This is an optimization exercise on Yosys and OpenROAD, whose aim is small area and a short achievable clock period, not a production implementation. Where RTL was checked, it was by simulation tests only, not by an equivalence proof against the original. Only the layout flow was run in runs 2 and 3; the RTL was not checked for function there. In every run shown here, the design's own scripts or RTL, not TritonCTS, make the clock network. The flow treats the clock pin as an ideal source. Dropping or thinning the clock tree relies on that and would not hold on a real chip. Power figures rest on the tool's default switching activity, not on a simulated workload.

$ cat flow/flow/run.sh
#!/bin/bash
# Own layout flow: the standard flow (standard.sh) with a hand-built
# two-level clock tree (flow/mcts.tcl) in place of TritonCTS, and small
# port buffers. Each step's full output goes to a log file in this folder;
# ORFS's per-step logs are under orfs/logs/.
set -euo pipefail
W=$(pwd)
EXTRA=(
  "BUFFER_PORTS_ARGS=-buffer_cell sky130_fd_sc_hd__buf_2"
  "PRE_CTS_TCL=$W/flow/mcts.tcl"
)
bash standard.sh "${EXTRA[@]}" synth > synth.log 2>&1
bash standard.sh "${EXTRA[@]}" finish > layout.log 2>&1
$ cat flow/flow/mcts.tcl
proc mcts_bisect {sinks depth axis} {
  if {$depth == 0 || [llength $sinks] < 2} { return [list $sinks] }
  set idx [expr {$axis == 0 ? 1 : 2}]
  set s [lsort -real -index $idx $sinks]
  set h [expr {[llength $s] / 2}]
  set a [lrange $s 0 [expr {$h - 1}]]
  set b [lrange $s $h end]
  set na [expr {1 - $axis}]
  return [concat [mcts_bisect $a [expr {$depth - 1}] $na] [mcts_bisect $b [expr {$depth - 1}] $na]]
}
proc mcts_centroid {items} {
  set sx 0.0; set sy 0.0
  foreach s $items { set sx [expr {$sx + [lindex $s 1]}]; set sy [expr {$sy + [lindex $s 2]}] }
  set n [llength $items]
  return [list [expr {int($sx / $n)}] [expr {int($sy / $n)}]]
}
proc mcts_build {clk_port mid_depth leaf_depth mid_cell leaf_cell} {
  set block [ord::get_db_block]
  set db [ord::get_db]
  set clknet [[$block findBTerm $clk_port] getNet]
  set sinks {}
  foreach it [$clknet getITerms] {
    set bb [[$it getInst] getBBox]
    lappend sinks [list $it [expr {([$bb xMin] + [$bb xMax]) / 2}] [expr {([$bb yMin] + [$bb yMax]) / 2}]]
  }
  set mids [mcts_bisect $sinks $mid_depth 0]
  set m 0
  foreach mid $mids {
    set minst [odb::dbInst_create $block [$db findMaster $mid_cell] "clkbuf_mid_$m"]
    set mnet [odb::dbNet_create $block "clknet_mid_$m"]
    $mnet setSigType CLOCK
    [$minst findITerm A] connect $clknet
    [$minst findITerm X] connect $mnet
    set leaves [mcts_bisect $mid [expr {$leaf_depth - $mid_depth}] [expr {$mid_depth % 2}]]
    set lc {}
    set l 0
    foreach leaf $leaves {
      set linst [odb::dbInst_create $block [$db findMaster $leaf_cell] "clkbuf_leaf_${m}_$l"]
      set lnet [odb::dbNet_create $block "clknet_leaf_${m}_$l"]
      $lnet setSigType CLOCK
      foreach s $leaf { set it [lindex $s 0]; $it disconnect; $it connect $lnet }
      [$linst findITerm A] connect $mnet
      [$linst findITerm X] connect $lnet
      set c [mcts_centroid $leaf]
      $linst setLocation [lindex $c 0] [lindex $c 1]
      $linst setPlacementStatus PLACED
      lappend lc [list x [lindex $c 0] [lindex $c 1]]
      puts "mcts: leaf ${m}_$l drives [llength $leaf] sinks"
      incr l
    }
    set c [mcts_centroid $lc]
    $minst setLocation [lindex $c 0] [lindex $c 1]
    $minst setPlacementStatus PLACED
    incr m
  }
  $clknet setSigType CLOCK
}

# Used as PRE_CTS_TCL: build the tree here, then make the CTS step's own
# clock_tree_synthesis call a no-op so the rest of ORFS's CTS step
# (legalisation, timing repair, writing results) runs unchanged.
mcts_build i_clk 2 4 sky130_fd_sc_hd__clkbuf_16 sky130_fd_sc_hd__clkbuf_16
set_propagated_clock [all_clocks]
rename clock_tree_synthesis orig_clock_tree_synthesis
proc clock_tree_synthesis {args} { puts "clock tree built by flow/mcts.tcl" }
$ cat flow/standard.sh
#!/bin/bash
# synth_recipe.tcl (not shown) runs the flow's synth.tcl, then flattens the netlist and writes it again
# the make line also repeats each setting of config.mk as NAME=value (left out here)
make -C /OpenROAD-flow-scripts/flow DESIGN_CONFIG=/design/flow/config.mk WORK_HOME=/design/flow/orfs CLKGATE_MAP_FILE= SYNTH_SCRIPT=/design/flow/synth_recipe.tcl "${@:-finish}"
$ cat flow/config.mk
export PLATFORM = sky130hd
export DESIGN_NAME = sync_fifo
export DESIGN_NICKNAME = sync_fifo
export VERILOG_FILES = /design/flow/design.v
export SDC_FILE = /design/flow/constraint.sdc
export NUM_CORES = 4
export LEC_CHECK = 0
export CAP_MARGIN = 20
export CORE_MARGIN = 2
export CORE_UTILIZATION = 40
export PLACE_DENSITY = 0.8
export SETUP_SLACK_MARGIN = 2.05
export SLEW_MARGIN = 20
export SYNTH_HIERARCHICAL = 1
export SYNTH_MINIMUM_KEEP_SIZE = 0
$ cat flow/constraint.sdc
create_clock -name core_clock -period 3.6 [get_ports {i_clk}]
set_input_delay 0.7200 -clock core_clock [delete_from_list [all_inputs] [get_ports {i_clk}]]
set_output_delay 0.7200 -clock core_clock [all_outputs]
set_load 0.01 [all_outputs]
$ cat flow/design.v
`timescale 1ns/1ps
module sync_fifo #(
    parameter WIDTH = 32,
    parameter DEPTH = 8,
    parameter ADDR_WIDTH = $clog2(DEPTH)
)(
    i_clk,
    i_rstn,
    i_wren,
    i_rden,
    i_wdata,
    o_rdata,
    o_empty,
    o_full
);
    input           i_clk;
    input           i_rstn;
    input           i_wren;
    input           i_rden;
    input [31:0]    i_wdata;
    output [31:0]   o_rdata;
    output          o_empty;
    output          o_full;
    reg  [31:0] head;            
    reg  [31:0] mem [0:6];       
    reg  [2:0]  rptr;            
    reg  [2:0]  wptr;            
    reg         nempty;          
    reg         nempty_h;        
    reg         one;             
    reg         full;            
    reg         nempty_o;        
    reg         full_o;          
    reg  [6:0]  rsel;            
    reg  [6:0]  wslot;           
    wire        empty = ~nempty;
    function [2:0] lfsr_next;
        input [2:0] s;
        lfsr_next = {s[1:0], ~(s[2] ^ s[1])};
    endfunction
    wire [2:0] rptr_nx = lfsr_next(rptr);
    wire [2:0] wptr_nx = lfsr_next(wptr);
    wire       two   = (wptr == rptr_nx);    
    wire       seven = (rptr == wptr_nx);    
    genvar g;
    wire       hold;     
    wire       sel_w;    
    wire [6:0] sel_m;    
    wire [6:0] mem_we;   
    sync_fifo_andn2 u_hold  (.a(nempty_h), .b(i_rden), .y(hold));
    sync_fifo_a21bo u_selw  (.a1(one), .a2(i_rden), .b1n(nempty_h), .y(sel_w));
    generate
        for (g = 0; g < 7; g = g + 1) begin : g_gate
            sync_fifo_and2 u_selm (.a(i_rden), .b(rsel[g]),  .y(sel_m[g]));
            sync_fifo_and2 u_we   (.a(i_wren), .b(wslot[g]), .y(mem_we[g]));
        end
    endgenerate
    wire       rd_adv    = i_rden & (~one | i_wren);
    wire       wr_adv    = i_wren & nempty;
    wire [2:0] rptr_n    = rd_adv ? rptr_nx : rptr;
    wire [2:0] wptr_n    = wr_adv ? wptr_nx : wptr;
    wire       nempty_n  = i_wren | ~sel_w;
    wire       one_n     = (empty & i_wren) | (one & (i_wren == i_rden)) | (two & i_rden & ~i_wren);
    wire       full_n    = ~i_rden & (full | (i_wren & seven));
    wire       nempty_on;
    wire       nempty_hn;
    wire       full_on;
    sync_fifo_orn2   u_ne_o (.a(i_wren), .b(sel_w), .y(nempty_on));
    sync_fifo_orn2   u_ne_h (.a(i_wren), .b(sel_w), .y(nempty_hn));
    sync_fifo_fullnx u_fu_o (.rd(i_rden), .wr(i_wren), .full(full), .seven(seven), .y(full_on));
    wire [6:0] rsel_n;
    wire [6:0] wslot_n;
    generate
        for (g = 0; g < 7; g = g + 1) begin : g_rsel
            assign rsel_n[g]  = nempty_n & ~one_n & (rptr_n == g);
            assign wslot_n[g] = nempty_n & (wptr_n == g);
        end
    endgenerate
    wire [31:0] head_nx;
    generate
        for (g = 0; g < 32; g = g + 1) begin : g_head
            wire y0, y1, y2;
            sync_fifo_aoi222 u0 (.a1(hold), .b1(head[g]), .a2(sel_w), .b2(i_wdata[g]), .a3(sel_m[0]), .b3(mem[0][g]), .y(y0));
            sync_fifo_aoi222 u1 (.a1(sel_m[1]), .b1(mem[1][g]), .a2(sel_m[2]), .b2(mem[2][g]), .a3(sel_m[3]), .b3(mem[3][g]), .y(y1));
            sync_fifo_aoi222 u2 (.a1(sel_m[4]), .b1(mem[4][g]), .a2(sel_m[5]), .b2(mem[5][g]), .a3(sel_m[6]), .b3(mem[6][g]), .y(y2));
            sync_fifo_nand3  u3 (.a(y0), .b(y1), .c(y2), .y(head_nx[g]));
        end
    endgenerate
    always @(posedge i_clk) begin
        head <= head_nx;
    end
    generate
        for (g = 0; g < 7; g = g + 1) begin : g_mem
            always @(posedge i_clk)
                if (mem_we[g])
                    mem[g] <= i_wdata;
        end
    endgenerate
    always @(posedge i_clk or negedge i_rstn) begin
        if (!i_rstn) begin
            rptr     <= 3'd0;
            wptr     <= 3'd0;
            nempty   <= 1'b0;
            nempty_h <= 1'b0;
            one      <= 1'b0;
            full     <= 1'b0;
            nempty_o <= 1'b0;
            full_o   <= 1'b0;
        end else begin
            rptr     <= rptr_n;
            wptr     <= wptr_n;
            nempty   <= nempty_n;
            nempty_h <= nempty_hn;
            one      <= one_n;
            full     <= full_n;
            nempty_o <= nempty_on;
            full_o   <= full_on;
        end
    end
    always @(posedge i_clk) begin
        rsel  <= rsel_n;
        wslot <= wslot_n;
    end
    assign o_rdata = head;
    assign o_empty = ~nempty_o;
    assign o_full  = full_o;
endmodule
module sync_fifo_aoi222 (
    input  a1, b1, a2, b2, a3, b3,
    output y
);
    assign y = ~((a1 & b1) | (a2 & b2) | (a3 & b3));
endmodule
module sync_fifo_nand3 (
    input  a, b, c,
    output y
);
    assign y = ~(a & b & c);
endmodule
module sync_fifo_and2 (
    input  a, b,
    output y
);
    assign y = a & b;
endmodule
module sync_fifo_andn2 (
    input  a, b,
    output y
);
    assign y = a & ~b;
endmodule
module sync_fifo_a21bo (
    input  a1, a2, b1n,
    output y
);
    assign y = (a1 & a2) | ~b1n;
endmodule
module sync_fifo_orn2 (
    input  a, b,
    output y
);
    assign y = a | ~b;
endmodule
module sync_fifo_fullnx (
    input  rd, wr, full, seven,
    output y
);
    assign y = ~rd & (full | (wr & seven));
endmodule
==> results of run 1 <==
sequential cells by signal, indices dropped and copies added (netlist names):
register / count
full: 1
head: 32
wptr: 3
one: 1
mem: 224
nempty_o: 1
nempty: 1
rptr: 3
wslot: 7
rsel: 7
nempty_h: 1
full_o: 1
layout make-up:
cell class                      count  area share [%]
Tap cell                          319            3.53
Antenna cell                        4          0.0886
Buffer                             20            4.43
Sequential cell                   282            70.5
Timing Repair Buffer               85            4.87
Inverter                            9           0.299
Multi-Input combinational cell    215            16.3
layout by cell type (no fill, tap or decap), drive strengths merged:
master / n
o2111ai: 1
a21bo: 2
or2: 1
xnor3: 1
a21oi: 3
nor3b: 2
dfrtp: 12
or4: 1
nand3: 34
nand3b: 1
buf: 84
nor2: 7
o32ai: 1
o21ai: 3
nor2b: 3
nand2b: 5
nand2: 8
clkbuf: 21
xnor2: 4
edfxtp: 224
a222oi: 96
inv: 9
mux2: 1
a32oi: 1
and2: 20
nor4: 3
a211oi: 1
a2111oi: 1
or3: 1
xor2: 5
dfxtp: 46
nor3: 5
mux2i: 4
diode: 4
per-module statistics from Yosys, one instance, submodules excluded:
module	copies in the design	flip-flops and latches
sync_fifo	1	282
sync_fifo_andn2	1	0
sync_fifo_a21bo	1	0
sync_fifo_aoi222	96	0
sync_fifo_fullnx	1	0
sync_fifo_and2	14	0
sync_fifo_orn2	2	0
sync_fifo_nand3	32	0
metal layers:
layer,routed length [µm],vias up
met1,9310,2885
met4,471,2
met2,11000,333
li1,-,2428
met5,13,-
met3,2420,36
synth_stat cells, drive strengths merged (2+ instances only):
master and instances:
nor3b 2, o21ai 3, clkbuf 3, dfxtp 46, nor3 5, inv 9, xnor2 4, mux2i 4
nand2 8, nor4 3, edfxtp 224, nand2b 5, xor2 5, nor2 7, a222oi 96, nor2b 3
a21oi 3, nand3 34, and2 14, dfrtp 12, buf 2
critical path, stage by stage (launching register included):
cell and delay, ns:
dfrtp_1 0.37, inv_1 0.05, buf_2 0.12
timing repair:
item / CTS / global route
pin swaps: 12 / 17
endpoints found under the setup margin: 280 / 70
setup buffers: 7 / 6
gates cloned: 4 / 4
resized for setup: 20 / 18
cell families (layout without fill, tap and decap cells):
logic type      after synthesis  count (layout)
buf+inv                      14             114
xor+xnor                     10              10
flops                       282             282
simple gates                 85              91
mux                           5               5
other cells                   0               4
compound gates              108             109
through the flow:
stage / cell area (µm²) / power, mW / instances
after floorplan: 9740 / 5.82 / 504
after detailed placement: 10500 / 6.59 / 889
after CTS: 11100 / 8.60 / 920
after global placement: 10500 / 6.51 / 889
final: 11300 / 8.69 / 934
after global routing: 11300 / 9.04 / 932
power breakdown:
| part | internal, mW | switching, mW |
|---|---|---|
| Sequential | 4.32 | 0.319 |
| Clock | 0.990 | 0.906 |
| Combinational | 0.830 | 1.32 |
worst min path at each step:
stage,from,to,slack (ns)
6_report,i_rstn,full$_DFF_PN0_,0.28
5_1_grt,i_rstn,full_o$_DFF_PN0_,0.30
4_1_cts,i_rstn,rptr[0]$_DFF_PN0_,0.29
3_5_place_dp,mem[2][23]$_DFFE_PP_,head[23]$_DFF_P_,0.45
3_3_place_gp,mem[2][23]$_DFFE_PP_,head[23]$_DFF_P_,0.45
2_1_floorplan,i_rstn,full$_DFF_PN0_,0.42
==> summary.txt, run 1 <==
Synthesis:
- The number of nets handed over by synthesis was 540.
- After Yosys synthesis, XOR and XNOR cells account for 1.05% of the synthesized area.
- Among all flip-flop cells after synthesis, the most frequent one is edfxtp_1.
- In this run, synthesis inferred 224 flip-flops with an integrated enable.
- Counting distinct cell types in the post-synthesis netlist gives 35.
- The portion of netlist area occupied by mux cells is 0.530%.
- The post-synthesis sequential area ratio is 82.2%.
- The number of warnings issued by yosys is 9.
- The total of flip-flops plus latches after synthesis is 282.
- The fraction of the mapped netlist area in adder cells is 0%.
- Sorting the synthesized cells by area gives the leading types as edfxtp_1 70%, a222oi_1 9.9%, dfxtp_1 9.5%.
- Summing the areas of all and, or, nand and nor instances in the mapped netlist gives 4.83% of the synthesized area.
- The largest family of logic cells by synthesized area is compound AO/OA/AOI/OAI gates.
- The synthesized design spends more area on one cell type than any other, namely edfxtp_1.
- A synthesized cell averages 19.2 µm².
- The synthesized netlist devotes 10.9% of its cell area to compound gates.
- The synthesized netlist occupies a cell area of 9670 µm².
- The async set-reset flop share out of synthesis is 4.26%.
- In the synthesized netlist, the number of instances is 504.
- The area share of the largest cell type after synthesis is 69.5%.

GRT:
- The met1 demand-to-capacity share in global routing is 23.7%.
- Entering global routing, the biggest net connects 33 pins.
- For met3 alone, demand over resource in global routing was 3.70%.
- In the global route stage, overall resource usage came out at 16.6%.
- The met2 capacity usage during global routing is 26.4%.
- The most congested layer reported by global routing is met2.
- The first global-routing pass estimated 33200 µm of wire.
- After global routing the overflow that remains totals 0.
- The via count of the first global-routing pass is 5469.
- The number of antenna violations at the first check in global routing is 5.

Cells and area:
- From synthesis to final layout, the design area changed by 16.8%.
- Of the cells placed in the final design, the portion with a size suffix greater than 1 is 24.2%.
- At the end of the flow the core is filled with cells to 47.8%.
- Summing all multi-input logic gate instances after layout gives 1840 µm².
- The net count of the finished layout is 649.
- The final-layout fill cell count is 1946.
- The sequential cell area is 7960 µm².

Timing:
- The total of endpoints with negative setup slack in the final report is 0.
- Of the available clock period, the critical path in the final layout requires 43.3%.
- The headroom to the max-slew limit is 61.7%.
- The number of pins exceeding their max-slew limit in the final report is 0.
- Setup repair after global routing could not meet its margin everywhere.
- The highest achievable clock rate is 642 MHz.
- The setup slack of the critical path after layout is 2.04 ns.
- The final hold violation count is 0.
- The setup clock skew after layout is 0.0213 ns.
- Adding up every negative setup slack in the final design gives 0 ns.
- The worst path needs 1.56 ns of the cycle, external delays included.
- At the pin with the least slew margin, the transition time is 0.574 ns.
- The worst hold slack is 0.285 ns.

Route:
- The number of detailed-route iterations in the first pass is 5.
- The via density per instance is 6.09.
- The number of remaining DRC errors is 0.
- The detail route stage leaves a number of antenna-violating nets equal to 0.
- The detailed router finished its first iteration with 1030 violations.
- In the final routed layout, each cell accounts on average for 24.8 µm.
- Summing over every cut layer, the via total after detailed routing is 5684.
- The routed design has 23200 µm of wire.

Floorplan:
- The die is 159 µm tall.
- The placement row count is 56.
- The width of the chip is 159 µm.
- Pin placement for this block handled 70 I/O pins.
- For this configuration, the core starts out at a cell density of 41.0%.
- The area of the die is 25400 µm².
- In this run the standard cell core region covers 23600 µm².

Critical path:
- The endpoint of the lowest-slack register-to-register path is rsel[3]$_DFF_P_.
- The critical path class is reg2out.
- The number of cell instances on the worst register-to-register path is 4.
- The most critical setup path has its startpoint at nempty_o$_DFF_PN0_.
- The most critical setup path has its endpoint at o_empty.
- The data required time at the worst endpoint is 2.88 ns.
- The critical-path maximum fanout is 1.
- The type of element capturing the critical path is an output pin.
- The type of element launching the critical path is a flop.
- For flop-to-flop paths, the worst setup slack is 2.11 ns.
- The arrival time of the worst setup path is 0.84 ns.
- The startpoint of the lowest-slack register-to-register path is wptr[2]$_DFF_PN0_.

Outcome:
- The flow ran to the end and the layout has no timing, DRC or antenna violations.

Power:
- The static leakage is 3.83 nW.
- The power density normalized to cell area is 769 nW/µm².
- The worst IR drop on VDD is 0.413 mV.

Place:
- OpenSTA, run right after detailed placement, puts the worst setup slack at 1.32 ns.
- At the end of routability-driven placement, the weighted congestion stood at 0.771.
- Detailed placement ended at an HPWL of 11100 µm.
- The count of port buffers added during placement is 69.

CTS:
- Clock-pin slew was measured on the worst setup and hold paths at 0.07 ns.
- The insertion delay of the later-clocked pin in the worst-skew pair is 0.31 ns.
- The number of buffers added to fix hold violations after cts is 0.

Min path:
- The worst hold path belongs to the class in2async.

Job:
- Max-cap violations in this run came to 0.
==> run 2: changes to the inputs <==
--- a/flow/design.v
+++ b/flow/design.v
@@ -43,30 +43,33 @@
     wire       two   = (wptr == rptr_nx);    
     wire       seven = (rptr == wptr_nx);    
     genvar g;
-    wire       hold;     
-    wire       sel_w;    
-    wire [6:0] sel_m;    
-    wire [6:0] mem_we;   
-    sync_fifo_andn2 u_hold  (.a(nempty_h), .b(i_rden), .y(hold));
-    sync_fifo_a21bo u_selw  (.a1(one), .a2(i_rden), .b1n(nempty_h), .y(sel_w));
+    wire [1:0] hold;     
+    wire [1:0] sel_w;    
+    wire [6:0] sel_m  [0:1];    
+    wire [6:0] mem_we [0:1];    
+    genvar h;
     generate
-        for (g = 0; g < 7; g = g + 1) begin : g_gate
-            sync_fifo_and2 u_selm (.a(i_rden), .b(rsel[g]),  .y(sel_m[g]));
-            sync_fifo_and2 u_we   (.a(i_wren), .b(wslot[g]), .y(mem_we[g]));
+        for (h = 0; h < 2; h = h + 1) begin : g_half
+            sync_fifo_andn2 u_hold (.a(nempty_h), .b(i_rden), .y(hold[h]));
+            sync_fifo_a21bo u_selw (.a1(one), .a2(i_rden), .b1n(nempty_h), .y(sel_w[h]));
+            for (g = 0; g < 7; g = g + 1) begin : g_gate
+                sync_fifo_and2 u_selm (.a(i_rden), .b(rsel[g]),  .y(sel_m[h][g]));
+                sync_fifo_and2 u_we   (.a(i_wren), .b(wslot[g]), .y(mem_we[h][g]));
+            end
         end
     endgenerate
     wire       rd_adv    = i_rden & (~one | i_wren);
     wire       wr_adv    = i_wren & nempty;
     wire [2:0] rptr_n    = rd_adv ? rptr_nx : rptr;
     wire [2:0] wptr_n    = wr_adv ? wptr_nx : wptr;
-    wire       nempty_n  = i_wren | ~sel_w;
+    wire       nempty_n  = i_wren | ~sel_w[0];
     wire       one_n     = (empty & i_wren) | (one & (i_wren == i_rden)) | (two & i_rden & ~i_wren);
     wire       full_n    = ~i_rden & (full | (i_wren & seven));
     wire       nempty_on;
     wire       nempty_hn;
     wire       full_on;
-    sync_fifo_orn2   u_ne_o (.a(i_wren), .b(sel_w), .y(nempty_on));
-    sync_fifo_orn2   u_ne_h (.a(i_wren), .b(sel_w), .y(nempty_hn));
+    sync_fifo_orn2   u_ne_o (.a(i_wren), .b(sel_w[0]), .y(nempty_on));
+    sync_fifo_orn2   u_ne_h (.a(i_wren), .b(sel_w[0]), .y(nempty_hn));
     sync_fifo_fullnx u_fu_o (.rd(i_rden), .wr(i_wren), .full(full), .seven(seven), .y(full_on));
     wire [6:0] rsel_n;
     wire [6:0] wslot_n;
@@ -80,9 +83,9 @@
     generate
         for (g = 0; g < 32; g = g + 1) begin : g_head
             wire y0, y1, y2;
-            sync_fifo_aoi222 u0 (.a1(hold), .b1(head[g]), .a2(sel_w), .b2(i_wdata[g]), .a3(sel_m[0]), .b3(mem[0][g]), .y(y0));
-            sync_fifo_aoi222 u1 (.a1(sel_m[1]), .b1(mem[1][g]), .a2(sel_m[2]), .b2(mem[2][g]), .a3(sel_m[3]), .b3(mem[3][g]), .y(y1));
-            sync_fifo_aoi222 u2 (.a1(sel_m[4]), .b1(mem[4][g]), .a2(sel_m[5]), .b2(mem[5][g]), .a3(sel_m[6]), .b3(mem[6][g]), .y(y2));
+            sync_fifo_aoi222 u0 (.a1(hold[g/16]), .b1(head[g]), .a2(sel_w[g/16]), .b2(i_wdata[g]), .a3(sel_m[g/16][0]), .b3(mem[0][g]), .y(y0));
+            sync_fifo_aoi222 u1 (.a1(sel_m[g/16][1]), .b1(mem[1][g]), .a2(sel_m[g/16][2]), .b2(mem[2][g]), .a3(sel_m[g/16][3]), .b3(mem[3][g]), .y(y1));
+            sync_fifo_aoi222 u2 (.a1(sel_m[g/16][4]), .b1(mem[4][g]), .a2(sel_m[g/16][5]), .b2(mem[5][g]), .a3(sel_m[g/16][6]), .b3(mem[6][g]), .y(y2));
             sync_fifo_nand3  u3 (.a(y0), .b(y1), .c(y2), .y(head_nx[g]));
         end
     endgenerate
@@ -92,8 +95,11 @@
     generate
         for (g = 0; g < 7; g = g + 1) begin : g_mem
             always @(posedge i_clk)
-                if (mem_we[g])
-                    mem[g] <= i_wdata;
+                if (mem_we[0][g])
+                    mem[g][15:0] <= i_wdata[15:0];
+            always @(posedge i_clk)
+                if (mem_we[1][g])
+                    mem[g][31:16] <= i_wdata[31:16];
         end
     endgenerate
     always @(posedge i_clk or negedge i_rstn) begin
--- a/flow/flow/mcts.tcl
+++ b/flow/flow/mcts.tcl
@@ -59,7 +59,7 @@
 # Used as PRE_CTS_TCL: build the tree here, then make the CTS step's own
 # clock_tree_synthesis call a no-op so the rest of ORFS's CTS step
 # (legalisation, timing repair, writing results) runs unchanged.
-mcts_build i_clk 2 4 sky130_fd_sc_hd__clkbuf_16 sky130_fd_sc_hd__clkbuf_16
+mcts_build i_clk 2 4 sky130_fd_sc_hd__clkbuf_16 sky130_fd_sc_hd__clkbuf_8
 set_propagated_clock [all_clocks]
 rename clock_tree_synthesis orig_clock_tree_synthesis
 proc clock_tree_synthesis {args} { puts "clock tree built by flow/mcts.tcl" }
--- a/flow/config.mk
+++ b/flow/config.mk
@@ -8,7 +8,6 @@
 export CAP_MARGIN = 20
 export CORE_MARGIN = 2
 export CORE_UTILIZATION = 40
-export PLACE_DENSITY = 0.8
 export SETUP_SLACK_MARGIN = 2.05
 export SLEW_MARGIN = 20
 export SYNTH_HIERARCHICAL = 1
==> run 2 against run 1 <==
  * Sequential power about the same
  * Core utilization down 1.5 points
  * Global-route usage down 1.1 points
  * Cell count up 0.64%
  * Critical path type is now in2reg
==> summary.txt, run 2 <==
Outcome:
- The flow ran to the end and the layout has no timing, DRC or antenna violations.

Route:
- The total number of vias is 5358.
- The count of nets left with antenna violations after detail routing is 0.
- The routed metal-1 wire length is 8310 µm.
- The first routing iteration left 775 violations.
- The routed design has 20700 µm of wire.
- After detailed routing, the average wire length per cell comes to 22.0 µm.
- Wire segments on met3 add up to 1270 µm in the final route.
- Summed over all nets, wire length on met2 after detailed routing comes to 10700 µm.
- In the routed layout, each cell is associated on average with a via count of 5.70.
- The top routing layer in use is met5.
- The number of remaining DRC errors is 0.
- The first detailed-routing pass took 6 iterations.

Power:
- The relative contribution of sequential cells to total power is 56.6%.
- The clock network is responsible for 17.8% of the overall power.
- The internal power component is 5.78 mW.
- The fraction of power spent switching nets is 29.6%.
- VDD sags by at most 0.302 mV.
- The combinational fraction of design power is 25.6%.
- The power density normalized to cell area is 733 nW/µm².
- The static leakage is 3.77 nW.
- The switching power of the nets is 2.44 mW.

Synthesis:
- After synthesis, the share of flip-flops with an asynchronous set or reset is 4.26%.
- Ranked by total cell area, the synthesized netlist is headed by edfxtp_1 69%, a222oi_1 9.8%, dfxtp_1 9.4%.
- After synthesis, the share of cell area in mux cells is 0.524%.
- The average instance in the mapped netlist occupies 18.8 µm².
- The fraction of the mapped netlist area in adder cells is 0%.
- Synthesis produced a netlist with a net count of 556.
- In the synthesized netlist, the cells that appear most often are 224 x edfxtp_1, 96 x a222oi_1, 46 x dfxtp_1.
- The largest family of logic cells by synthesized area is compound AO/OA/AOI/OAI gates.
- The synthesized netlist contains 35 unique library cells.
- The synthesized design devotes to its leading area cell type 68.8% of total area.
- In this run, synthesis produced a sequential element count of 282.
- Among all cell types in the netlist, the one instantiated most often is edfxtp_1.
- The area fraction in compound gates after synthesis is 10.8%.
- The cell taking the most area after synthesis is edfxtp_1.
- Among all flip-flop cells after synthesis, the most frequent one is edfxtp_1.
- The xor-xnor portion of the synthesized cell area is 1.04%.
- The simple-gate portion of the synthesized area is 5.81%.
- Synthesis produced a netlist whose cell count is 520.
- The number of warnings issued by yosys is 9.
- In this run, synthesis inferred 224 flip-flops with an integrated enable.
- The share of the Yosys chip area taken by registers is 81.2%.
- The mapped netlist covers 9780 µm².

GRT:
- The number of antenna violations at the first check in global routing is 3.
- The via count of the first global-routing pass was 5528.
- For this run the aggregate overflow at the end of global routing stands at 0.
- The first global-routing pass estimated 31600 µm of wire.
- Entering global routing, the biggest net connects 25 pins.
- The global routing usage summed across all routing layers is 15.6%.

Floorplan:
- The area of the core is 24200 µm².
- Pin placement for this block handled 70 I/O pins.
- The width of the chip is 160 µm.
- The placement row count is 57.
- For this configuration, the core starts out at a cell density of 40.5%.
- The area of the die is 25700 µm².
- The vertical die dimension is 160 µm.

Timing:
- Clock skew on the completed layout was measured at 0.0191 ns.
- The final hold violation count is 0.
- The final critical-path required period is 1.61 ns.
- Derived from the worst setup path, the maximum achievable clock frequency is 623 MHz.
- The transition at the pin with the smallest max-transition slack is 0.505 ns.
- Setup repair after global routing could not meet its margin everywhere.
- Of the available clock period, the critical path in the final layout requires 44.6%.
- Setup violations remaining at the end of the flow were counted as 0.
- The number of pins exceeding their max-slew limit in the final report is 0.
- Setup total negative slack on the finished layout was measured at 0 ns.
- Headroom to the max-slew limit came out at 66.3%.

Critical path:
- Data on the critical path is required at its endpoint by 3.81 ns.
- The highest-delay cell along the critical path is or3_1.
- The critical-path maximum fanout is 24.
- The critical path is of the in2reg type.
- STA classifies the critical path startpoint as a primary input.
- The type of element capturing the critical path is a flop.
- In this run the register-to-register setup slack is 2.01 ns.
- For the worst setup path, the data arrival time is 1.82 ns.
- The kind of cell with the highest combined delay along the critical path is compound AO/OA/AOI/OAI gates.
- Traced cell by cell, the critical path runs through buf_8 > o21ai_4 > buf_4 > or3_1 > a211oi_2.
- The critical path's largest stage delay is 0.32 ns.
- The number of buffers and inverters on the critical path is 2.

Cells and area:
- The synthesis-to-finish area growth is 14.6%.
- The number of nets in the layout is 653.
- Leaving out fill and tap cells, the most frequent cells in the layout are 224 x edfxtp_1, 96 x a222oi_1, 65 x buf_2.
- The largest registers in the layout are mem: 224 flops, head: 32 flops.
- The flip-flop count of the largest register, all copies and words added is 224.
- The most common cell after layout, fill and taps aside is edfxtp_1.
- The finished cells cover 11200 µm².
- The fraction of layout instances using a drive strength above 1 is 28.6%.
- The register with the highest flop count is mem.

CTS:
- Clock latency on the worst-skew pair, taken at its later pin, is 0.31 ns.
- The number of buffers added to fix hold violations after cts is 0.
- Clock-pin slew was measured on the worst setup and hold paths at 0.11 ns.

Place:
- The count of buffers added on input and output ports is 69.
- The congestion estimate from routability-driven global placement came to 0.722.
- The standard cell area after detailed placement is 10600 µm².
- The HPWL after detailed placement is 12400 µm.

Job:
- Max-cap violations in this run came to 0.

Min path:
- The worst hold path belongs to the class in2async.
-- run 2: cell types whose count changed in the layout (fill, tap and decap cells not counted), moves of 3 or more --
cell       before  now
buf_4          16    9
dfxtp_1        43   29
diode_2         4    1
clkbuf_8        0   16
clkbuf_16      21    4
and2_4         19   14
and2_2          1   14
dfxtp_2         3   17
-- run 2: cells by family (layout without fill, tap and decap cells) --
kind of cell              Yosys count  after routing
and+or+nand+nor                   100            100
muxes                               5              5
AOI/OAI and AO/OA                 109            109
buffers and inverters              14            109
other                               0              1
DFF                               282            282
xor gates and xnor gates           10             10
-- run 2: cell type report --
type	count	area, µm²
Fill cell	2053	13000
Sequential cell	282	7980
Antenna cell	1	2.50
Timing Repair Buffer	80	502
Multi-Input combinational cell	224	1970
Tap cell	324	405
Inverter	9	33.8
Buffer	20	320
-- run 2: stage by stage --
stage	total power [mW]	cells	setup slack (ns)	utilization, %	hold slack [ns]
after CTS	8.18	935	2.01	45.9	0.275
after floorplan	5.82	520	2.00	-	0.424
after detailed placement	6.60	908	1.19	43.7	0.453
after global placement	6.49	908	1.31	43.7	0.444
final	8.22	940	1.99	46.4	0.270
after global routing	8.63	939	1.98	46.4	0.266
-- run 2: power groups by stage --
stage,Sequential (mW),Combinational [mW],Clock (mW)
6_report,4.65,2.11,1.46
5_1_grt,4.72,2.30,1.61
4_1_cts,4.63,2.05,1.50
3_5_place_dp,4.72,1.87,0
3_3_place_gp,4.69,1.80,0
2_1_floorplan,4.65,1.17,0
-- run 2: per-module statistics from Yosys (local to each module, per instance), a selection --
module | cells inside | area, µm² | flops+latches
sync_fifo_nand3 | 1 | 5.00 | 0
sync_fifo_a21bo | 1 | 10.0 | 0
sync_fifo_orn2 | 1 | 6.26 | 0
sync_fifo_fullnx | 2 | 8.76 | 0
sync_fifo_andn2 | 1 | 13.8 | 0
sync_fifo | 356 | 8420 | 282
sync_fifo_aoi222 | 1 | 10.0 | 0
-- run 2: path summary, 6_finish.rpt --
check,start,endpoint,depth (start not counted)
worst max register to register,one$_DFF_PN0_,rsel[6]$_DFF_P_,5
worst min-delay path,i_rstn,full_o$_DFF_PN0_,1
max in group asynchronous,i_rstn,wptr[2]$_DFF_PN0_,1
worst min register to register,mem[2][26]$_DFFE_PP_,head[26]$_DFF_P_,2
min in group core_clock,mem[2][26]$_DFFE_PP_,head[26]$_DFF_P_,2
worst max-delay path,i_rden,rsel[6]$_DFF_P_,5
-- run 2: worst register-to-register path, stage by stage (launching register included) --
cell and delay, ns:
dfrtp_1 0.47, inv_1 0.15, o21ai_4 0.11, buf_4 0.16
or3_1 0.32, a211oi_2 0.29
-- run 2: per-layer routing --
| metal | global-route usage, % | vias to the layer above |
|---|---|---|
| met4 | 3.24 | 4 |
| met5 | 0 | - |
| met1 | 20.1 | 2697 |
| met3 | 2.07 | 36 |
| met2 | 28.3 | 182 |
| li1 | - | 2439 |
-- run 2: repair_timing --
item	4_1_cts	5_1_grt
pin swaps	11	11
setup endpoints to repair	284	45
cloned	1	0
buffers inserted	6	4
gates resized for setup	65	26
hold endpoints to repair	0	0
==> run 3: changes to the inputs <==
--- a/flow/design.v
+++ b/flow/design.v
@@ -23,8 +23,6 @@
     output          o_full;
     reg  [31:0] head;            
     reg  [31:0] mem [0:6];       
-    reg  [2:0]  rptr;            
-    reg  [2:0]  wptr;            
     reg         nempty;          
     reg         nempty_h;        
     reg         one;             
@@ -34,20 +32,15 @@
     reg  [6:0]  rsel;            
     reg  [6:0]  wslot;           
     wire        empty = ~nempty;
-    function [2:0] lfsr_next;
-        input [2:0] s;
-        lfsr_next = {s[1:0], ~(s[2] ^ s[1])};
-    endfunction
-    wire [2:0] rptr_nx = lfsr_next(rptr);
-    wire [2:0] wptr_nx = lfsr_next(wptr);
-    wire       two   = (wptr == rptr_nx);    
-    wire       seven = (rptr == wptr_nx);    
-    genvar g;
+    wire [6:0] rnx = {rsel[3], rsel[6], rsel[2], rsel[1], rsel[5], rsel[0], rsel[4]};
+    wire [6:0] wnx = {wslot[3], wslot[6], wslot[2], wslot[1], wslot[5], wslot[0], wslot[4]};
+    wire       two   = |(rnx & wslot);       
+    wire       seven = |(rsel & wnx);        
     wire [1:0] hold;     
     wire [1:0] sel_w;    
     wire [6:0] sel_m  [0:1];    
     wire [6:0] mem_we [0:1];    
-    genvar h;
+    genvar g, h;
     generate
         for (h = 0; h < 2; h = h + 1) begin : g_half
             sync_fifo_andn2 u_hold (.a(nempty_h), .b(i_rden), .y(hold[h]));
@@ -58,10 +51,6 @@
             end
         end
     endgenerate
-    wire       rd_adv    = i_rden & (~one | i_wren);
-    wire       wr_adv    = i_wren & nempty;
-    wire [2:0] rptr_n    = rd_adv ? rptr_nx : rptr;
-    wire [2:0] wptr_n    = wr_adv ? wptr_nx : wptr;
     wire       nempty_n  = i_wren | ~sel_w[0];
     wire       one_n     = (empty & i_wren) | (one & (i_wren == i_rden)) | (two & i_rden & ~i_wren);
     wire       full_n    = ~i_rden & (full | (i_wren & seven));
@@ -71,14 +60,10 @@
     sync_fifo_orn2   u_ne_o (.a(i_wren), .b(sel_w[0]), .y(nempty_on));
     sync_fifo_orn2   u_ne_h (.a(i_wren), .b(sel_w[0]), .y(nempty_hn));
     sync_fifo_fullnx u_fu_o (.rd(i_rden), .wr(i_wren), .full(full), .seven(seven), .y(full_on));
-    wire [6:0] rsel_n;
-    wire [6:0] wslot_n;
-    generate
-        for (g = 0; g < 7; g = g + 1) begin : g_rsel
-            assign rsel_n[g]  = nempty_n & ~one_n & (rptr_n == g);
-            assign wslot_n[g] = nempty_n & (wptr_n == g);
-        end
-    endgenerate
+    wire [6:0] rsel_n  = i_rden ? (rnx & ~{7{two & ~i_wren}})
+                                : (rsel | ({7{i_wren & one}} & wslot));
+    wire [6:0] wslot_n = i_wren ? (nempty ? wnx : 7'b0000001)
+                                : (wslot & ~{7{i_rden & one}});
     wire [31:0] head_nx;
     generate
         for (g = 0; g < 32; g = g + 1) begin : g_head
@@ -104,28 +89,24 @@
     endgenerate
     always @(posedge i_clk or negedge i_rstn) begin
         if (!i_rstn) begin
-            rptr     <= 3'd0;
-            wptr     <= 3'd0;
             nempty   <= 1'b0;
             nempty_h <= 1'b0;
             one      <= 1'b0;
             full     <= 1'b0;
             nempty_o <= 1'b0;
             full_o   <= 1'b0;
+            rsel     <= 7'b0;
+            wslot    <= 7'b0;
         end else begin
-            rptr     <= rptr_n;
-            wptr     <= wptr_n;
             nempty   <= nempty_n;
             nempty_h <= nempty_hn;
             one      <= one_n;
             full     <= full_n;
             nempty_o <= nempty_on;
             full_o   <= full_on;
+            rsel     <= rsel_n;
+            wslot    <= wslot_n;
         end
-    end
-    always @(posedge i_clk) begin
-        rsel  <= rsel_n;
-        wslot <= wslot_n;
     end
     assign o_rdata = head;
     assign o_empty = ~nempty_o;
==> run 3 against run 2 <==
  * Core utilization grew 0.75 points
  * Global-route usage grew 0.53 points
  * Setup slack lost 0.070 ns
  * Fmax shrank 4.2%
  * Clock power is essentially flat
  * Critical path depth shrank 1
  * Sequential share of layout area grew 0.25 points
  * Critical path type is now reg2reg
  * Critical endpoint is now rsel[3]$_DFF_PN0_
  * Largest power group unchanged
==> summary.txt, run 3 <==
Cells and area:
- After filler insertion, the fill cell instance count of the layout stands at 1998.
- The fraction of layout instances using a drive strength above 1 is 28.1%.
- 0 antenna diodes ended up in the layout.
- The top cell types in the final layout, fill and taps aside, are 224 x edfxtp_1, 98 x a222oi_1, 67 x buf_2.
- In the final layout, the registers with the most flip-flops are mem: 224 flops, head: 32 flops.
- The flip-flop count of the largest register, all copies and words added is 224.
- The post-route cell area is 11100 µm².
- The register with the highest flop count is mem.
- Once layout is complete, the utilization of the core stands at 47.1%.
- Leaving out fill and tap cells, the most frequent cell in the layout is edfxtp_1.
- Compared with the post-synthesis result, the final layout area differs by 15.3%.
- After the last flow step, the layout net total stands at 647.

Power:
- The static leakage is 3.62 nW.
- The power density normalized to cell area is 684 nW/µm².
- Across the VDD grid, the largest voltage drop is 0.284 mV.
- Power comes to 7.57 mW.

Timing:
- The transition at the pin with the smallest max-transition slack is 0.571 ns.
- The summed negative setup slack over all endpoints is 0 ns.
- The worst pin sits at a relative slew slack of 61.9%.
- The final hold violation count is 0.
- The highest achievable clock rate is 596 MHz.
- For the final database, setup skew stands at 0.0148 ns.
- The number of pins exceeding their max-slew limit in the final report is 0.
- The total of endpoints with negative setup slack in the final report is 0.
- The final critical-path share of the clock period is 46.6%.
- The final critical-path required period is 1.68 ns.
- Setup repair after global routing could not meet its margin everywhere.

Place:
- The count of port buffers added during placement is 69.
- Summed over all nets, the half-perimeter wirelength after detailed placement is 13000 µm.
- The weighted congestion reported at the end of routability-driven placement is 0.748.
- The standard cell area after detailed placement is 10300 µm².

GRT:
- Entering global routing, the biggest net connects 41 pins.
- The first global-routing pass estimated 32500 µm of wire.
- The aggregate global routing overflow is 0.
- The number of antenna violations at the first check in global routing is 0.
- The via count of the first global-routing pass is 5529.
- Global routing used 16.1% of the available tracks.

Critical path:
- For the worst flop-to-flop path, the logic depth is 4.
- The type of element capturing the critical path is a flop.
- For this run, the slowest stage of the critical path takes 0.54 ns.
- The worst setup path is of the reg2reg kind.
- The number of buffers and inverters on the critical path is 1.
- Data on the critical path is required at its endpoint by 3.82 ns.
- The largest individual stage delay along the critical path comes from the cell a222oi_1.
- The worst setup path endpoint is rsel[3]$_DFF_PN0_.
- The signal on the critical path passes through a222oi_1 > a311oi_4 > buf_12 > nor3_2.
- The arrival time of the worst setup path is 1.90 ns.
- The critical path's top delay family is compound AO/OA/AOI/OAI gates.
- The internal reg-to-reg setup slack is 1.92 ns.
- Along the worst path, the maximum fanout reaches 4.
- The type of element launching the critical path is a flop.
- The number of gates on the worst path with buffers counted is 4.
- Tracing the worst setup path back leads to its startpoint at rsel[6]$_DFF_PN0_.
- The endpoint of the lowest-slack register-to-register path is rsel[3]$_DFF_PN0_.
- The startpoint of the lowest-slack register-to-register path is rsel[6]$_DFF_PN0_.

Synthesis:
- Counting flops and latches in the post-synthesis netlist gives 276.
- After synthesis, the netlist uses 24 different library cells.
- The cell taking the most area after synthesis is edfxtp_1.
- The Yosys step of the flow raised 9 warnings.
- After synthesis, the largest area contributor takes up 70.1% of total cell area.
- The mapped cell area is 9590 µm².
- The mean instance size in the synthesized netlist is 19.0 µm².
- The count of flip-flops with a built-in enable after synthesis is 224.
- The number of nets produced by synthesis is 540.
- The commonest cells after synthesis are 224 x edfxtp_1, 98 x a222oi_1, 39 x nand3_1.
- By instance count, the leading cell after synthesis is edfxtp_1.
- In the synthesized netlist the dominant register cell turns out to be edfxtp_1.
- Of all flip-flops after synthesis, the portion carrying an async set or reset was 7.25%.
- By area the synthesized netlist is led by edfxtp_1 70%, a222oi_1 10%, dfxtp_1 6.7%.
- Of the synthesized area, sequential elements account for 82.0%.
- Synthesis produced 504 cells.

Floorplan:
- The placement row count is 56.
- The die is 159 µm wide.
- The vertical die dimension is 159 µm.
- The floorplan step defined a die boundary enclosing 25200 µm².
- The core region is 23500 µm².
- Pin placement for this block handled 70 I/O pins.
- For this configuration, the core starts out at a cell density of 40.9%.

Route:
- The number of detailed-route iterations in the first pass is 8.
- The via density per instance is 6.00.
- Once detail routing completed, the nets flagged for antenna violations numbered 0.
- For this block, the via count after detailed routing is 5566.
- The wire length reported by the detailed router is 22100 µm.
- The iteration-0 DRC count of the detailed router is 1037.
- Dividing the detail-routed wire length by the instance count gives 23.8 µm.
- For this run, design rule violations remaining after detail routing come to 0.

CTS:
- After clock tree synthesis, the clock-pin slew on the worst setup and hold paths is 0.11 ns.
- The clock reaches the later pin of the worst-skew pair after 0.30 ns.

Min path:
- The tightest min-delay check is of the in2async type.

Job:
- The number of max-cap violations is 0.

Outcome:
- The run finished with no timing, DRC or antenna violations.
run 3: cell count changes in the layout (fill, tap and decap cells not counted), moves of 5 or more:
cell / delta
dfrtp_1: +7
inv_1: -5
nand3_1: +6
xor2_1: -5
a311oi_1: +7
dfxtp_1: -11
run 3: cell families after synthesis:
logic type	after synthesis	synth area share [%]
and+or+nand+nor	95	5.31
buffers and inverters	9	0.365
DFF	276	82.0
AOI/OAI and AO/OA	124	12.3
run 3: stage by stage:
step                cells  worst slack, ns  hold slack [ns]
finish                928             1.92            0.353
global route          928             1.90            0.370
CTS                   920             1.98            0.354
detailed placement    887             1.08            0.452
global placement      887             1.19            0.448
floorplan             504             2.05            0.424
run 3: worst min path at each step:
stage / from / endpoint / cells past startpoint
6_report: i_rstn / full$_DFF_PN0_ / 1
5_1_grt: i_rstn / full$_DFF_PN0_ / 1
4_1_cts: i_rstn / rsel[6]$_DFF_PN0_ / 1
3_5_place_dp: mem[2][27]$_DFFE_PP_ / head[27]$_DFF_P_ / 2
3_3_place_gp: mem[2][4]$_DFFE_PP_ / head[4]$_DFF_P_ / 2
2_1_floorplan: i_rstn / full$_DFF_PN0_ / 0
run 3: power breakdown:
group,internal [mW],total (mW),switching [mW]
clock network,0.604,1.43,0.829
registers,3.99,4.31,0.321
logic,0.754,1.83,1.07
run 3: Yosys stat by module (local to each module, per instance):
module / cells inside / cell area, µm² / flip-flops and latches / copies in the design
sync_fifo_nand3: 1 / 5.00 / 0 / 32
sync_fifo_orn2: 1 / 6.26 / 0 / 2
sync_fifo_fullnx: 2 / 8.76 / 0 / 1
sync_fifo_aoi222: 1 / 10.0 / 0 / 96
sync_fifo_andn2: 1 / 13.8 / 0 / 2
sync_fifo_a21bo: 1 / 10.0 / 0 / 2
sync_fifo_and2: 1 / 6.26 / 0 / 28
sync_fifo: 340 / 8220 / 276 / 1
run 3: final cells by class:
cell class	instances	area [µm²]	area share (%)
flip-flops and latches	276	7900	71.4
multi-input cells	223	1840	16.6
repair buffers	86	587	5.31
well taps	319	399	3.61
plain buffers	20	320	2.90
inverters	4	15.0	0.136
run 3: per-layer routing:
layer,wire (µm),up-vias,track usage (%)
li1,-,2443,-
met1,9410,2851,23.3
met2,10800,244,26.9
met3,1630,28,1.85
met4,307,0,2.46
met5,0,-,0
run 3: timing repair:
action	in CTS	in global routing
cloned	1	5
pin swaps	17	40
hold endpoints to repair	0	0
resized for setup	54	36
hold buffers	0	0
setup endpoints to repair	271	192
setup buffers	12	3

==> afterwards: timing with drivers on the ports <==
The flow's constraints put no driver on any port. The routed layouts listed below were extracted and timed again, unchanged, in two steps. Step 1 (the two cells are an assumption about what drives the block):
set clk [get_ports {i_clk}]
set_driving_cell -lib_cell sky130_fd_sc_hd__clkbuf_16 $clk
set_driving_cell -lib_cell sky130_fd_sc_hd__buf_2 [delete_from_list [all_inputs] $clk]
Step 2 also shifts input and output timing later by t, the mid clock arrival at the registers, as if the neighbouring blocks saw the same clock. Slacks: no drivers / after step 1 / after step 2; pairs: no drivers / after step 1.
run | t (ns) | slack for setup (ns) | clock arrival spread, ns | slew at the worst register clock pin (ns) | worst slew at a driven data input, ns
run 1 | 0.387 | 2.042 / 1.949 / 1.660 | 0.023 / 0.023 | 0.07 / 0.07 | 0.15
run 2 | 0.396 | 1.994 / 1.957 / 1.581 | 0.020 / 0.020 | 0.11 / 0.11 | 0.12
run 3 | 0.391 | 1.923 / 1.923 / 1.573 | 0.015 / 0.015 | 0.11 / 0.11 | 0.24
After both steps setup and hold are still met in every run listed. The setup slack of run 2, which loses most, moves by -0.037 ns with the drivers and by -0.413 ns with both steps.
